This design comes from an exercise in tuning for small area and a short achievable clock period on the open sky130 flow, not from production work.
Only simulation tests tie the RTL to the original design; equivalence was not proved.
Power is estimated from default activity; no workload was simulated.

== job 2522 ==
==> flow/design.v (excerpt) <==
module alu (
    input               i_clk,
    input               i_rst_n,
    input               i_valid,
    input signed [11:0] i_data_a,
    input signed [11:0] i_data_b,
    input        [2:0]  i_inst,
    output              o_valid,
    output       [11:0] o_data,
    output              o_overflow
);
For scale: ~810 cells after synthesis, roughly 44 I/O pins, roughly 6500 sq um of cells after synthesis.
clock: 10.0 ns
lec_check: 0
cap_margin: 0
core_margin: 2
core_utilization: 40
cts_buf_list: sky130_fd_sc_hd__clkbuf_4 sky130_fd_sc_hd__clkbuf_8
setup_slack_margin: 4.6
slew_margin: 0
tns_end_percent: 5
standard.sh (not shown) runs the stock make flow with config.mk's settings and CLKGATE_MAP_FILE= SYNTH_SCRIPT=/design/flow/synth_recipe.tcl, a recipe that flattens the netlist after the stock synthesis.
==> flow/flow/run.sh <==
#!/bin/bash
# The standard layout, with two changes: the port buffers are buf_2 cells, and
# after synthesis flow/fapol.py flips full-adder cells (a full adder is
# self-dual) where that removes inverters between them. Registers are untouched.
set -euo pipefail
export BUFFER_PORTS_ARGS="-buffer_cell sky130_fd_sc_hd__buf_2"
R=orfs/results/sky130hd/alu/base
bash standard.sh synth > synth.log 2>&1
python3 flow/fapol.py $R/1_2_yosys.v > fapol.log 2>&1
rm -f $R/1_synth.odb $R/1_synth.sdc
bash standard.sh > standard.log 2>&1
Other scripts of this flow, unchanged in this note and not shown: flow/flow/fapol.py
Relative to job 2522, the following input files were edited for job 8018:
# job 2522
export LEC_CHECK = 0
export CAP_MARGIN = 0
export CORE_MARGIN = 2
export CORE_UTILIZATION = 40
export CTS_BUF_LIST = sky130_fd_sc_hd__clkbuf_4 sky130_fd_sc_hd__clkbuf_8
export SETUP_SLACK_MARGIN = 4.6
export SLEW_MARGIN = 0
export TNS_END_PERCENT = 5
create_clock -name core_clock -period 10.0 [get_ports {i_clk}]
# job 8018
export LEC_CHECK = 0
export CAP_MARGIN = 20
export CORE_MARGIN = 2
export CORE_UTILIZATION = 40
export SETUP_SLACK_MARGIN = 4.6
export SLEW_MARGIN = 20
create_clock -name core_clock -period 10.0 [get_ports {i_clk}]
Notes after the runs:
- Going from job 2522 to job 8018, worst setup slack after placement grows by 0.024 ns.
- The faster design of the two is job 8018; job 2522 tops out lower.
- Job 8018 ended up with i_data_b[4] as its startpoint of the most critical setup path; job 2522 ended up with i_data_b[11].
- Count of vias placed by the detailed router | job 8018 above job 2522
- Net load switching power sits higher in job 8018 than in job 2522.
Modified inputs, job 2182 compared to job 8018
# job 8018
export LEC_CHECK = 0
export CAP_MARGIN = 20
export CORE_MARGIN = 2
export CORE_UTILIZATION = 40
export SETUP_SLACK_MARGIN = 4.6
export SLEW_MARGIN = 20
create_clock -name core_clock -period 10.0 [get_ports {i_clk}]
# job 2182
export LEC_CHECK = 0
export CAP_MARGIN = 20
export CORE_MARGIN = 2
export CORE_UTILIZATION = 40
export CTS_BUF_LIST = sky130_fd_sc_hd__clkbuf_4 sky130_fd_sc_hd__clkbuf_8
export SETUP_SLACK_MARGIN = 4.6
export SLEW_MARGIN = 20
create_clock -name core_clock -period 10.0 [get_ports {i_clk}]
==> flow/flow/run.sh <==
#!/bin/bash
# The standard layout, with two changes: the port buffers are buf_1 cells, and
# after synthesis flow/fapol.py flips full-adder cells (a full adder is
# self-dual) where that removes inverters between them. Registers are untouched.
set -euo pipefail
export BUFFER_PORTS_ARGS="-buffer_cell sky130_fd_sc_hd__buf_1"
R=orfs/results/sky130hd/alu/base
bash standard.sh synth > synth.log 2>&1
python3 flow/fapol.py $R/1_2_yosys.v > fapol.log 2>&1
rm -f $R/1_synth.odb $R/1_synth.sdc
bash standard.sh > standard.log 2>&1
==> results.txt <==
Job 2182 vs. job 8018: sequential share of layout area has remained practically unchanged, post-synthesis cell area has remained practically unchanged, total number of cells along the worst setup path has decreased.
[inputs] job 9312 vs job 2182
# job 2182
export LEC_CHECK = 0
export CAP_MARGIN = 20
export CORE_MARGIN = 2
export CORE_UTILIZATION = 40
export CTS_BUF_LIST = sky130_fd_sc_hd__clkbuf_4 sky130_fd_sc_hd__clkbuf_8
export SETUP_SLACK_MARGIN = 4.6
export SLEW_MARGIN = 20
create_clock -name core_clock -period 10.0 [get_ports {i_clk}]
# job 9312
export LEC_CHECK = 0
export CAP_MARGIN = 0
export CORE_MARGIN = 2
export CORE_UTILIZATION = 40
export CTS_BUF_LIST = sky130_fd_sc_hd__clkbuf_4 sky130_fd_sc_hd__clkbuf_8
export SETUP_SLACK_MARGIN = 5.0
export SLEW_MARGIN = 0
export TNS_END_PERCENT = 5
create_clock -name core_clock -period 10.0 [get_ports {i_clk}]
==> flow/flow/run.sh <==
#!/bin/bash
# The standard layout, with these changes: the port buffers are buf_2 cells;
# after synthesis flow/fapol.py flips full-adder cells (a full adder is
# self-dual) where that removes inverters between them, and flow/faxor.py
# then builds each full adder from two xor2 gates and a maj3 gate, whose sum
# path is faster than the fa cell's. Registers are untouched.
set -euo pipefail
export BUFFER_PORTS_ARGS="-buffer_cell sky130_fd_sc_hd__buf_2"
R=orfs/results/sky130hd/alu/base
bash standard.sh synth > synth.log 2>&1
python3 flow/fapol.py $R/1_2_yosys.v > fapol.log 2>&1
python3 flow/faxor.py $R/1_2_yosys.v > faxor.log 2>&1
rm -f $R/1_synth.odb $R/1_synth.sdc
bash standard.sh > standard.log 2>&1
==> flow/flow/faxor.py (new file) <==
#!/usr/bin/env python3
"""Replace full-adder cells by two XOR gates and a majority gate.

The sum output of sky130's fa cell is slow; two xor2 gates give the sum
faster, and a maj3 gate gives the carry.  The function is unchanged and no
register is touched.  usage: faxor.py netlist.v"""
import re, sys

path = sys.argv[1]
text = open(path).read()
cell_re = re.compile(r'^(\s*)(sky130_fd_sc_hd__fa_\d+)\s+(\S+)\s*\((.*?)\);\n', re.S | re.M)
pin_re = re.compile(r'\.(\w+)\(([^()]*)\)')
wires = []
n = [0]

def net(x):
    return x + (' ' if x.startswith('\\') else '')

def repl(m):
    ind, typ, name, body = m.groups()
    pins = {p: v.strip() for p, v in pin_re.findall(body)}
    n[0] += 1
    t = f'_faxor{n[0]}_'
    wires.append(t)
    out = ''
    if pins.get('SUM'):
        out += f'{ind}sky130_fd_sc_hd__xor2_1 _faxa{n[0]}_ (.A({net(pins["A"])}), .B({net(pins["B"])}), .X({t}));\n'
        out += f'{ind}sky130_fd_sc_hd__xor2_1 _faxb{n[0]}_ (.A({t}), .B({net(pins["CIN"])}), .X({net(pins["SUM"])}));\n'
    if pins.get('COUT'):
        out += f'{ind}sky130_fd_sc_hd__maj3_1 _faxc{n[0]}_ (.A({net(pins["A"])}), .B({net(pins["B"])}), .C({net(pins["CIN"])}), .X({net(pins["COUT"])}));\n'
    return out

text2 = cell_re.sub(repl, text)
# declare the new wires after the module header's port list
i = text2.index(');', text2.index('module ')) + 2
text2 = text2[:i] + '\n' + ''.join(f'  wire {w};\n' for w in wires) + text2[i:]
open(path, 'w').write(text2)
sys.stderr.write(f'faxor: {n[0]} full adders replaced\n')
==> results.txt <==
Compared with job 2182, job 9312 shows a HPWL after detailed placement that is 2.3% higher. First-pass GRT wire length, job 2182 and job 9312: smaller value in job 2182. On job 9312: power is about 6% higher than what job 2182 gave. Job 9312 vs job 2182: non-filler instance count after layout up by more than 10%. In the metrics for job 2182 and job 9312, the one carrying the higher area occupied by multi-input gates is job 9312.
The following lists how job 9075 was set up differently from job 9312:
==> flow/flow/run.sh <==
#!/bin/bash
# The standard layout, with two changes: the port buffers are buf_2 cells, and
# after synthesis flow/fapol.py flips full-adder cells (a full adder is
# self-dual) where that removes inverters between them. Registers are untouched.
set -euo pipefail
export BUFFER_PORTS_ARGS="-buffer_cell sky130_fd_sc_hd__buf_2"
R=orfs/results/sky130hd/alu/base
bash standard.sh synth > synth.log 2>&1
python3 flow/fapol.py $R/1_2_yosys.v > fapol.log 2>&1
rm -f $R/1_synth.odb $R/1_synth.sdc
bash standard.sh > standard.log 2>&1
removed: flow/flow/faxor.py
==> results.txt <==
Job 9075 completed every stage of the flow, and the final layout passed the timing, DRC and antenna checks.
Delta (job 9075 minus job 9312): layout clock buffer count rose 2; total power fell about 1.9%; cell area after placement fell 6.2%.
[compare] base=job 9312 new=job 9075: buffer count excluding the clock tree in the final layout picked up an extra 50%, sequential share of cell area lost 0.41 points, count of inverters other than clock inverters in the layout lost about 1.4%.
Looking at share of the cycle needed by the critical path after routing across job 9312 and job 9075, the one that comes out higher is job 9075.
Going from job 9312 to job 9075, full die area shrank by a few percent.
Between job 9312 and job 9075, final worst hold slack is higher for job 9075, job 9312 comes in under that.
Comparing job 9312 and job 9075, combinational power is higher on job 9312.
Cells: job 9075 has fewer instances than job 9312
--- input diff job 9075..job 9623 ---
# job 9075
export LEC_CHECK = 0
export CAP_MARGIN = 0
export CORE_MARGIN = 2
export CORE_UTILIZATION = 40
export CTS_BUF_LIST = sky130_fd_sc_hd__clkbuf_4 sky130_fd_sc_hd__clkbuf_8
export SETUP_SLACK_MARGIN = 5.0
export SLEW_MARGIN = 0
export TNS_END_PERCENT = 5
create_clock -name core_clock -period 10.0 [get_ports {i_clk}]
# job 9623
export LEC_CHECK = 0
export CAP_MARGIN = 0
export CORE_MARGIN = 2
export CORE_UTILIZATION = 40
export CTS_BUF_LIST = sky130_fd_sc_hd__clkbuf_4 sky130_fd_sc_hd__clkbuf_8
export SETUP_SLACK_MARGIN = 4.6
export SLEW_MARGIN = 0
create_clock -name core_clock -period 10.0 [get_ports {i_clk}]
==> flow/flow/run.sh <==
#!/bin/bash
# The standard layout, with two changes: the port buffers are buf_1 cells, and
# after synthesis flow/fapol.py flips full-adder cells (a full adder is
# self-dual) where that removes inverters between them. Registers are untouched.
set -euo pipefail
export BUFFER_PORTS_ARGS="-buffer_cell sky130_fd_sc_hd__buf_1"
R=orfs/results/sky130hd/alu/base
bash standard.sh synth > synth.log 2>&1
python3 flow/fapol.py $R/1_2_yosys.v > fapol.log 2>&1
rm -f $R/1_synth.odb $R/1_synth.sdc
bash standard.sh > standard.log 2>&1
### Flow results
From job 9075 to job 9623 the numbers moved as follows: number of filler instances in the final layout increased 96; met3 demand-to-capacity share in global routing increased 0.27 points.
Sort job 9623 and job 9075 by power desc -> top: job 9075
Area: job 9623 vs job 9075 -> job 9623 smaller
Job 9075 vs job 9623, first element of the critical path: i_data_b[0] vs i_data_b[1]

## separate check: timing with driven ports
Ports are ideal in the flow. The routed layouts listed here were re-timed in OpenROAD.
Step 1, drivers: a clkbuf_16 drives i_clk and a buf_2 each remaining input, both assumed.
Step 2 also shifts input and output timing later by t, the mid clock arrival at the registers, as if the neighbouring blocks saw the same clock.
Slacks: ideal / step 1 / step 2; pairs: ideal / step 1.
| run | t, ns | setup slack, ns | worst setup path at the end | worst register clock-pin slew, ns |
|---|---|---|---|---|
| job 2522 | 0.310 | 4.614 / 4.590 / 4.279 | input to register | 0.07 / 0.07 |
| job 8018 | 0.305 | 4.648 / 4.549 / 4.244 | input to register | 0.05 / 0.05 |
| job 2182 | 0.322 | 4.678 / 4.689 / 4.368 | input to register | 0.08 / 0.08 |
| job 9312 | 0.312 | 5.011 / 5.011 / 4.699 | input to register | 0.07 / 0.07 |
| job 9075 | 0.315 | 4.793 / 4.741 / 4.426 | input to register | 0.07 / 0.07 |
| job 9623 | 0.322 | 4.678 / 4.689 / 4.368 | input to register | 0.08 / 0.08 |
After both steps setup and hold are still met in every run listed. The setup slack of job 8018, which loses most, moves by -0.099 ns with the drivers and by -0.404 ns with both steps.
